Context: an optimization exercise on an open-source flow, tuned for small area, a short achievable clock period and few clock cycles per item. The choices shown serve that exercise and are no tape-out recipe.
Where RTL was checked, it was by simulation tests only, not by an equivalence proof against the original.
Power is estimated from default activity; no workload was simulated.

==> v16 <==
// riscv_div
module riscv_div (
    input  logic        clk,
    input  logic        rst_n,
    input  logic        in_valid,
    input  logic [31:0] op_a,       
    input  logic [31:0] op_b,       
    input  logic [1:0]  opcode,     
    input  logic        out_ready,
    output logic        out_valid,
    output logic [31:0] result
  );
clock: 6.0 ns
lec_check: 0
cap_margin: 20
core_margin: 2
core_utilization: 40
place_density: 0.6
setup_slack_margin: 1.5
slew_margin: 20
run.sh (not shown) runs the stock make flow with config.mk's settings and CLKGATE_MAP_FILE= SYNTH_SCRIPT=/design/flow/synth_recipe.tcl, a recipe that flattens the netlist after the stock synthesis.
==> inputs of v36, as changes to v16 <==
--- a/flow/design.v
+++ b/flow/design.v
@@ -4,20 +4,20 @@
     input  logic        in_valid,
     input  logic [31:0] op_a,
     input  logic [31:0] op_b,
     input  logic [1:0]  opcode,    
     input  logic        out_ready,
     output logic        out_valid,
     output logic [31:0] result
   );
-  logic st_idle, st_algn, st_step, st_fix, st_done;
+  logic st_idle, st_algn, st_step, st_done;
   logic [31:0] A, B, Q;
   logic [4:0]  cnt;
-  logic        neg_res, cin, sel_a, sel_o, n_inv, n_inc, a_inc;
+  logic        neg_res, cin, sel_a, n_inv, n_inc, a_inc;
   function automatic logic [5:0] lzc32(input logic [31:0] x);
     logic [15:0] v0; logic [15:0] c0;
     logic [7:0] v1; logic [1:0] c1 [8];
     logic [3:0] v2; logic [2:0] c2 [4];
     logic [1:0] v3; logic [3:0] c3 [2];
     logic v4; logic [4:0] c4;
     for (int i = 0; i < 16; i++) begin
       v0[i] = x[2*i+1] | x[2*i];
@@ -35,29 +35,28 @@
       v3[i] = v2[2*i+1] | v2[2*i];
       c3[i] = v2[2*i+1] ? {1'b0, c2[2*i+1]} : {1'b1, c2[2*i]};
     end
     v4 = v3[1] | v3[0];
     c4 = v3[1] ? {1'b0, c3[1]} : {1'b1, c3[0]};
     lzc32 = {~v4, c4 & {5{v4}}};
   endfunction
   logic        in_an, in_bn, in_bz, quick;
-  logic [31:0] in_bx;
+  logic [31:0] in_ax, in_bx;
   logic [5:0]  in_lza, in_lzb;
-  logic [31:0] in_as;
-  logic [4:0]  algn;
+  logic [6:0]  algn;
   assign in_an  = opcode[0] & op_a[31];
   assign in_bn  = opcode[0] & op_b[31];
   assign in_bz  = (op_b == 32'd0);
+  assign in_ax  = op_a ^ {32{in_an}};    
   assign in_bx  = op_b ^ {32{in_bn}};    
-  assign in_as  = in_an ? {~op_a[30:0], 1'b1} : op_a;
-  assign in_lza = lzc32(in_as);
+  assign in_lza = lzc32(in_ax);
   assign in_lzb = lzc32({in_bx[31:1], 1'b1});
-  assign algn   = in_lzb[4:0] - in_lza[4:0];
-  assign quick  = in_bz | (in_lza > in_lzb);
+  assign algn   = {1'b0, in_lzb} - {1'b0, in_lza} + {6'b0, in_an};
+  assign quick  = in_bz | algn[6];
   logic [31:0] n_in, n_out;
   assign n_in  = sel_a ? A : Q;
   logic [31:0] n_x, n_c;
   logic [7:0]  n_g;
   assign n_x = n_in ^ {32{n_inv}};
   always_comb begin : p_inc
     for (int g = 0; g < 8; g++) n_g[g] = &n_x[4*g+3 -: 4];
     for (int k = 0; k < 32; k++) begin
@@ -176,61 +175,50 @@
   assign sum = {ad_p[31] ^ ad_c31, ad_p[30] ^ adxg14, ad_p[29] ^ ad_c29, ad_p[28] ^ adxg25, ad_p[27] ^ ad_c27, ad_p[26] ^ adxg18, ad_p[25] ^ ad_c25, ad_p[24] ^ adxg24, ad_p[23] ^ ad_c23, ad_p[22] ^ adxg15, ad_p[21] ^ ad_c21, ad_p[20] ^ adxg23, ad_p[19] ^ ad_c19, ad_p[18] ^ adxg17, ad_p[17] ^ ad_c17, ad_p[16] ^ adxg22, ad_p[15] ^ ad_c15, ad_p[14] ^ adxg12, ad_p[13] ^ ad_c13, ad_p[12] ^ adxg21, ad_p[11] ^ ad_c11, ad_p[10] ^ adxg16, ad_p[9] ^ ad_c9, ad_p[8] ^ adxg20, ad_p[7] ^ ad_c7, ad_p[6] ^ adxg8, ad_p[5] ^ ad_c5, ad_p[4] ^ adxg19, ad_p[3] ^ ad_c3, ad_p[2] ^ adxg0, ad_p[1] ^ ad_c1, ad_p[0] ^ cin};
   assign qbit = adxg26;
   assign last = (cnt == 5'd0);
   always_ff @(posedge clk or negedge rst_n) begin
     if (!rst_n) begin
       st_idle <= 1'b1;
       st_algn <= 1'b0;
       st_step <= 1'b0;
-      st_fix  <= 1'b0;
       st_done <= 1'b0;
     end else begin
       st_idle <= (st_idle & ~in_valid) | (st_done & out_ready);
       st_algn <= st_idle & in_valid & ~quick;
       st_step <= st_algn | (st_step & ~last);
-      st_fix  <= st_step & last & neg_res;
-      st_done <= (st_idle & in_valid & quick) | (st_step & last & ~neg_res) | st_fix | (st_done & ~out_ready);
+      st_done <= (st_idle & in_valid & quick) | (st_step & last) | (st_done & ~out_ready);
     end
   end
   always_ff @(posedge clk) begin
     if (st_idle) begin
-      A       <= op_a;
+      A       <= in_ax;
+      B       <= ~in_bx;
       Q       <= {32{in_bz}};
-      cnt     <= algn;
+      cnt     <= algn[4:0];
       neg_res <= opcode[0] & (opcode[1] ? in_an : (in_an ^ in_bn) & ~in_bz);
       cin     <= ~in_bn;
-      sel_a   <= 1'b1;
-      n_inv   <= in_an;
-      n_inc   <= in_an;
-      sel_o   <= opcode[1];
+      sel_a   <= opcode[1] | ~quick;
+      n_inv   <= quick & opcode[1] & in_an;
+      n_inc   <= ~quick & in_an;
       a_inc   <= opcode[1];
     end else if (st_algn) begin
       A       <= n_out;
+      B       <= (B << cnt) | ({32{cin}} & ~({32{1'b1}} << cnt));
       sel_a   <= a_inc;
       n_inv   <= neg_res;
       n_inc   <= neg_res;
     end else if (st_step) begin
       if (qbit) A <= sum;
+      B   <= {1'b1, B[31:1]};
       Q   <= {Q[30:0], qbit};
       cnt <= cnt - 5'd1;
-    end else if (st_fix) begin
-      Q     <= n_out;
-      sel_o <= 1'b0;
     end
   end
-  always_ff @(posedge clk) begin
-    if (st_idle)
-      B <= ~in_bx;
-    else if (st_algn)
-      B <= (B << cnt) | ({32{cin}} & ~({32{1'b1}} << cnt));
-    else
-      B <= {1'b1, B[31:1]};
-  end
-  assign result    = sel_o ? A : Q;
+  assign result    = n_out;
   assign out_valid = st_done;
 endmodule
 module riscv_div (
     input  logic        clk,
     input  logic        rst_n,
     input  logic        in_valid,
     input  logic [31:0] op_a,       
     input  logic [31:0] op_b,       
==> summary of the runs <==
- v36 ran to the end with no violations. v16 completed with no timing, DRC or antenna violations.
- Of v16 and v36, v16 has the higher flip-flop and latch count (gap 1).
- Between v36 and v16, the lower final area is in v16 (gap about 3.3%, measured against v16).
- Global-route usage: v16 is higher than v36 (0.62 points).
- Between v16 and v36, the lower via count is in v36 (gap 5.7%, measured against v36).
- Area after synthesis: v36 is lower than v16 (about 4%).
- Sequential power is about the same in v16 and v36.
- In v36 the sequential share of layout area is higher than in v16, by 1.4 points.
==> figures <==
Synthesized flop and latch total: v16 112; v36 111
Sequential cell count: v16 112; v36 111
Run status: v16 complete, no violations; v36 complete, no violations
Min-Delay Endpoint: v16 div_i.sel_a; v36 div_i.st_done
Multi-input gate share of the layout cell area: v16 0.617; v36 0.574
Core Region: v16 29700 µm²; v36 28700 µm²
Post-synth cell types: v16 87; v36 78
Effective utilization at floorplan: v16 0.408; v36 0.407
CP endpoint kind: v16 flip-flop; v36 primary output
Final Cell Area: v16 13800 µm²; v36 14200 µm²
Cells on worst reg2reg path: v16 14; v36 16
Leading cell type in the layout, fill and taps excluded: v16 sky130_fd_sc_hd__nand2_1; v36 sky130_fd_sc_hd__edfxtp_1
Proportion of cell area occupied by registers: v16 0.220; v36 0.233
Area of the die: v16 31700 µm²; v36 30600 µm²
Non-filler instance count after layout: v16 1825; v36 1779
No run of this note included a check of the RTL's function; only the layout flow was run.

* * *

==> run G: inputs <==
riscv_div, a different RTL version from the one above (not shown whole).
clock: 6.0 ns
lec_check: 0
cap_margin: 20
core_margin: 2
core_utilization: 40
place_density: 0.6
setup_slack_margin: 1.5
slew_margin: 20
==> run F (differences from run G) <==
--- a/flow/design.v
+++ b/flow/design.v
@@ -6,18 +6,18 @@
     input  logic [31:0] op_b,
     input  logic [1:0]  opcode,    
     input  logic        out_ready,
     output logic        out_valid,
     output logic [31:0] result
   );
   logic st_idle, st_algn, st_step, st_fix, st_done;
   logic [31:0] A, B, Q;
-  logic [4:0]  cnt;
-  logic        neg_res, cin, sel_a, sel_o, n_inv, n_inc, a_inc, q_fix;
+  logic [4:0]  cnt, lza_r;
+  logic        neg_res, cin, sel_a, n_neg, rem_op;
   function automatic logic [5:0] lzc32(input logic [31:0] x);
     logic [15:0] v0; logic [15:0] c0;
     logic [7:0] v1; logic [1:0] c1 [8];
     logic [3:0] v2; logic [2:0] c2 [4];
     logic [1:0] v3; logic [3:0] c3 [2];
     logic v4; logic [4:0] c4;
     for (int i = 0; i < 16; i++) begin
       v0[i] = x[2*i+1] | x[2*i];
@@ -35,43 +35,54 @@
       v3[i] = v2[2*i+1] | v2[2*i];
       c3[i] = v2[2*i+1] ? {1'b0, c2[2*i+1]} : {1'b1, c2[2*i]};
     end
     v4 = v3[1] | v3[0];
     c4 = v3[1] ? {1'b0, c3[1]} : {1'b1, c3[0]};
     lzc32 = {~v4, c4 & {5{v4}}};
   endfunction
   logic        in_an, in_bn, in_bz, quick;
-  assign q_fix = opcode[1] & in_an;
-  logic [31:0] in_ax, in_bx;
+  logic [31:0] in_bx;
   logic [5:0]  in_lza, in_lzb;
-  logic [6:0]  algn;
+  logic [31:0] in_as;
+  logic [4:0]  algn;
   assign in_an  = opcode[0] & op_a[31];
   assign in_bn  = opcode[0] & op_b[31];
   assign in_bz  = (op_b == 32'd0);
-  assign in_ax  = op_a ^ {32{in_an}};    
   assign in_bx  = op_b ^ {32{in_bn}};    
-  assign in_lza = lzc32(in_ax);
+  assign in_as  = in_an ? {~op_a[30:0], 1'b1} : op_a;
+  assign in_lza = lzc32(in_as);
   assign in_lzb = lzc32({in_bx[31:1], 1'b1});
-  assign algn   = {1'b0, in_lzb} - {1'b0, in_lza} + {6'b0, in_an};
-  assign quick  = in_bz | algn[6];
-  logic [31:0] n_in, n_out;
-  assign n_in  = sel_a ? A : Q;
-  logic [31:0] n_x, n_c;
-  logic [7:0]  n_g;
-  assign n_x = n_in ^ {32{n_inv}};
-  always_comb begin : p_inc
-    for (int g = 0; g < 8; g++) n_g[g] = &n_x[4*g+3 -: 4];
-    for (int k = 0; k < 32; k++) begin
-      n_c[k] = n_inc;
-      for (int g = 0; g < k/4; g++) n_c[k] = n_c[k] & n_g[g];
-      for (int j = (k/4)*4; j < k; j++) n_c[k] = n_c[k] & n_x[j];
-    end
-  end
-  assign n_out = n_x ^ n_c;
+  logic [31:0] m_r [6];
+  logic [31:0] m_b;
+  always_comb begin : p_msk
+    for (int k = 0; k < 32; k++) m_r[0][k] = (k == 31) ? 1'b1 : in_bx[31 - k];
+    for (int l = 0; l < 5; l++)
+      for (int k = 0; k < 32; k++)
+        m_r[l+1][k] = ((k >> l) & 1) ? (m_r[l][k] | m_r[l][((k >> l) << l) - 1]) : m_r[l][k];
+    for (int k = 0; k < 32; k++) m_b[k] = m_r[5][31 - k];
+  end
+  logic [31:0] m_hi;
+  logic        qk_p, qk_n;
+  assign m_hi   = ~{1'b0, m_b[31:1]};
+  assign qk_p   = ((op_a & m_hi) == 32'd0);
+  assign qk_n   = (({~op_a[30:0], 1'b1} & m_hi) == 32'd0);
+  assign quick  = in_bz | (in_an ? qk_n : qk_p);
+  assign algn   = cnt - lza_r;
+  logic [31:0] n_in, n_out, n_c;
+  logic [31:0] n_p [6];
+  assign n_in = sel_a ? A : Q;
+  always_comb begin : p_neg
+    n_p[0] = {n_in[30:0], 1'b0};
+    for (int l = 0; l < 5; l++)
+      for (int k = 0; k < 32; k++)
+        n_p[l+1][k] = ((k >> l) & 1) ? (n_p[l][k] | n_p[l][((k >> l) << l) - 1]) : n_p[l][k];
+    n_c = n_p[5] & {32{n_neg}};
+  end
+  assign n_out = n_in ^ n_c;
   logic [31:0] sum;
   logic        qbit, last;
   wire [31:0] ad_g = A & B;
   wire [31:0] ad_p = A ^ B;
   wire ad_bg0_1 = ad_g[1] | (ad_p[1] & ad_g[0]);
   wire ad_bp0_1 = ad_p[1] & ad_p[0];
   wire ad_bg1_3 = ad_g[3] | (ad_p[3] & ad_g[2]);
   wire ad_bp1_3 = ad_p[3] & ad_p[2];
@@ -182,55 +193,54 @@
       st_algn <= 1'b0;
       st_step <= 1'b0;
       st_fix  <= 1'b0;
       st_done <= 1'b0;
     end else begin
       st_idle <= (st_idle & ~in_valid) | (st_done & out_ready);
       st_algn <= st_idle & in_valid & ~quick;
       st_step <= st_algn | (st_step & ~last);
-      st_fix  <= (st_idle & in_valid & quick & q_fix) | (st_step & last & neg_res);
-      st_done <= (st_idle & in_valid & quick & ~q_fix) | (st_step & last & ~neg_res) | st_fix | (st_done & ~out_ready);
+      st_fix  <= st_step & last & neg_res;
+      st_done <= (st_idle & in_valid & quick) | (st_step & last & ~neg_res) | st_fix | (st_done & ~out_ready);
     end
   end
   always_ff @(posedge clk) begin
     if (st_idle) begin
-      A       <= in_ax;
       Q       <= {32{in_bz}};
-      cnt     <= algn[4:0];
+      lza_r   <= in_lza[4:0];
+      cnt     <= in_lzb[4:0];
       neg_res <= opcode[0] & (opcode[1] ? in_an : (in_an ^ in_bn) & ~in_bz);
       cin     <= ~in_bn;
-      sel_a   <= 1'b1;
-      n_inv   <= quick;
-      n_inc   <= ~quick & in_an;
-      sel_o   <= opcode[1];
-      a_inc   <= opcode[1];
+      rem_op  <= opcode[1];
+      sel_a   <= opcode[1] | ~quick;
+      n_neg   <= in_an;
     end else if (st_algn) begin
-      A       <= n_out;
-      sel_a   <= a_inc;
-      n_inv   <= neg_res;
-      n_inc   <= neg_res;
+      cnt     <= algn;
+      sel_a   <= rem_op;
+      n_neg   <= neg_res;
     end else if (st_step) begin
-      if (qbit) A <= sum;
       Q   <= {Q[30:0], qbit};
       cnt <= cnt - 5'd1;
     end else if (st_fix) begin
-      Q     <= n_out;
-      sel_o <= 1'b0;
-    end
-  end
+      sel_a <= 1'b1;
+    end
+  end
+  logic [31:0] a_hold;
+  assign a_hold = st_idle ? op_a : ((st_algn | st_fix) ? n_out : A);
+  always_ff @(posedge clk)
+    A <= (st_step & qbit) ? sum : a_hold;
   always_ff @(posedge clk) begin
     if (st_idle)
       B <= ~in_bx;
     else if (st_algn)
-      B <= (B << cnt) | ({32{cin}} & ~({32{1'b1}} << cnt));
+      B <= (B << algn) | ({32{cin}} & ~({32{1'b1}} << algn));
     else
       B <= {1'b1, B[31:1]};
   end
-  assign result    = sel_o ? A : Q;
+  assign result    = n_in;
   assign out_valid = st_done;
 endmodule
 module riscv_div (
     input  logic        clk,
     input  logic        rst_n,
     input  logic        in_valid,
     input  logic [31:0] op_a,       
     input  logic [31:0] op_b,       
==> flow/flow/run.sh (new file) <==
#!/bin/bash
# Standard layout, with the port buffers made from the smallest buffer cell
# instead of the one buffer_ports picks by default.
set -e
export BUFFER_PORTS_ARGS="-buffer_cell sky130_fd_sc_hd__buf_1"
bash standard.sh > standard.log 2>&1
==> flow/standard.sh (new file) <==
#!/bin/bash
# synth_recipe.tcl (not shown) runs the flow's synth.tcl, then flattens the netlist and writes it again
# the make line also repeats each setting of config.mk as NAME=value (left out here)
make -C /OpenROAD-flow-scripts/flow DESIGN_CONFIG=/design/flow/config.mk WORK_HOME=/design/flow/orfs CLKGATE_MAP_FILE= SYNTH_SCRIPT=/design/flow/synth_recipe.tcl "${@:-finish}"
CORE_UTILIZATION = 50   (was 40)
CTS_BUF_LIST = sky130_fd_sc_hd__clkbuf_4 sky130_fd_sc_hd__clkbuf_8   (was unset)
PLACE_DENSITY = 0.7   (was 0.6)
SETUP_SLACK_MARGIN = 2.7   (was 1.5)
removed: flow/run.sh
==> metrics.md <==
| Metric | Value |
|---|---|
| Outcome | `complete, no violations` |
| Vias in the first global route | `between 10,000 and 15,000` |
| Die ar. | `25,240 µm²` |
| Ys async rst share | `0.04310` |
| Commonest cells after routing, fill and taps aside | `nand2_1, o21ai_0, a21oi_1` |
| R2r endpoint | `div_i.B[12]` |
| Mux cell area share after synthesis | `0.08900` |
| Simple-gate portion of the synthesized area | `0.1788` |
| Maximum VDD drop | `approximately 380 µV` |
| CTS clk-pin slew, worst paths | `~0.080 ns` |
| #MultiIn Comb | `about 1,200` |
| Top area cells in the synthesized netlist | `edfxtp_1, o21ai_0, nand2_1` |
| Netlist Area Pre-Place | `~12,000 µm²` |
| Average wire per standard cell | `~24 µm` |
| # placed instances | `about 1,800` |
| DR vias/cell | `~6.6` |
| Non-Filler Instances | `between 1,500 and 2,000` |
| Final net count | `approximately 1,700` |
| Clock Latency Late Sink | `0.47 ns` |
[end of results for run F]
==> metrics.md <==
| Metric | Value |
|---|---|
| Initial drt markers | `~1,100` |
| Clock Latency Late Sink | `~0.43 ns` |
| Netlist Area Pre-Place | `approximately 12,000 µm²` |
| Top area cells in the synthesized netlist | `edfxtp_1, mux2i_1, xnor2_1` |
| # placed instances | `around 1,800` |
| Outcome | `complete, no violations` |
| Mux cell area share after synthesis | `0.1578` |
| #MultiIn Comb | `between 1,000 and 1,500` |
| I/O Pins | `103` |
| Die ar. | `32,140 µm²` |
| R2r endpoint | `div_i.A[31]` |
| Utilization after layout | `0.4759` |
| CTS clk-pin slew, worst paths | `roughly 0.060 ns` |
| Tmin final | `between 4 and 5 ns` |
| Non-Filler Instances | `1,882` |
| Final net count | `1,631` |
| Average wire per standard cell | `between 20 and 25 µm` |
| Maximum VDD drop | `around 290 µV` |
| DR vias/cell | `between 6 and 7` |
| Simple-gate portion of the synthesized area | `0.1520` |
| Vias in the first global route | `10,850` |
[end of results for run G]
Testbench counts of run G, summed over its fixed seeds: cycles 27,308, items 3,200.
Testbench counts of run F, summed over its fixed seeds: cycles 27,127, items 3,200.

==> re-timing with driven ports <==
No port has a modelled driver above. Below, the same layouts with a new extraction and two added sets of constraints.
Step 1 sets driving cells, clkbuf_16 on the clock port and buf_2 on the other inputs (assumed; they add their load-dependent delay and slew).
Step 2 times the ports against the registers' clock, not the clock port: input delays grow and output delays shrink by t, the midpoint of the rising clock arrivals with the driver on.
Slacks: no drivers / after step 1 / after step 2; pairs: no drivers / after step 1.
run | shift t [ns] | setup slack, ns | worst hold slack (ns) | worst setup path at the end | latest minus earliest clock arrival (ns)
v16 | 0.418 | 1.638 / 1.665 / 1.247 | 0.481 / 0.481 / 0.481 | input to register | 0.016 / 0.015
v36 | 0.414 | 1.272 / 1.222 / 1.205 | 0.589 / 0.589 / 0.589 | input to register | 0.021 / 0.021
run G | 0.469 | 1.615 / 1.634 / 1.165 | 0.466 / 0.466 / 0.466 | input to register | 0.014 / 0.014
run F | 0.508 | 2.685 / 2.685 / 2.224 | 0.575 / 0.571 / 0.575 | input to register | 0.017 / 0.017
After both steps setup and hold are still met in every run listed. For run F, which loses most, drivers alone change the setup slack by 0.000 ns; drivers and shift together by -0.461 ns.
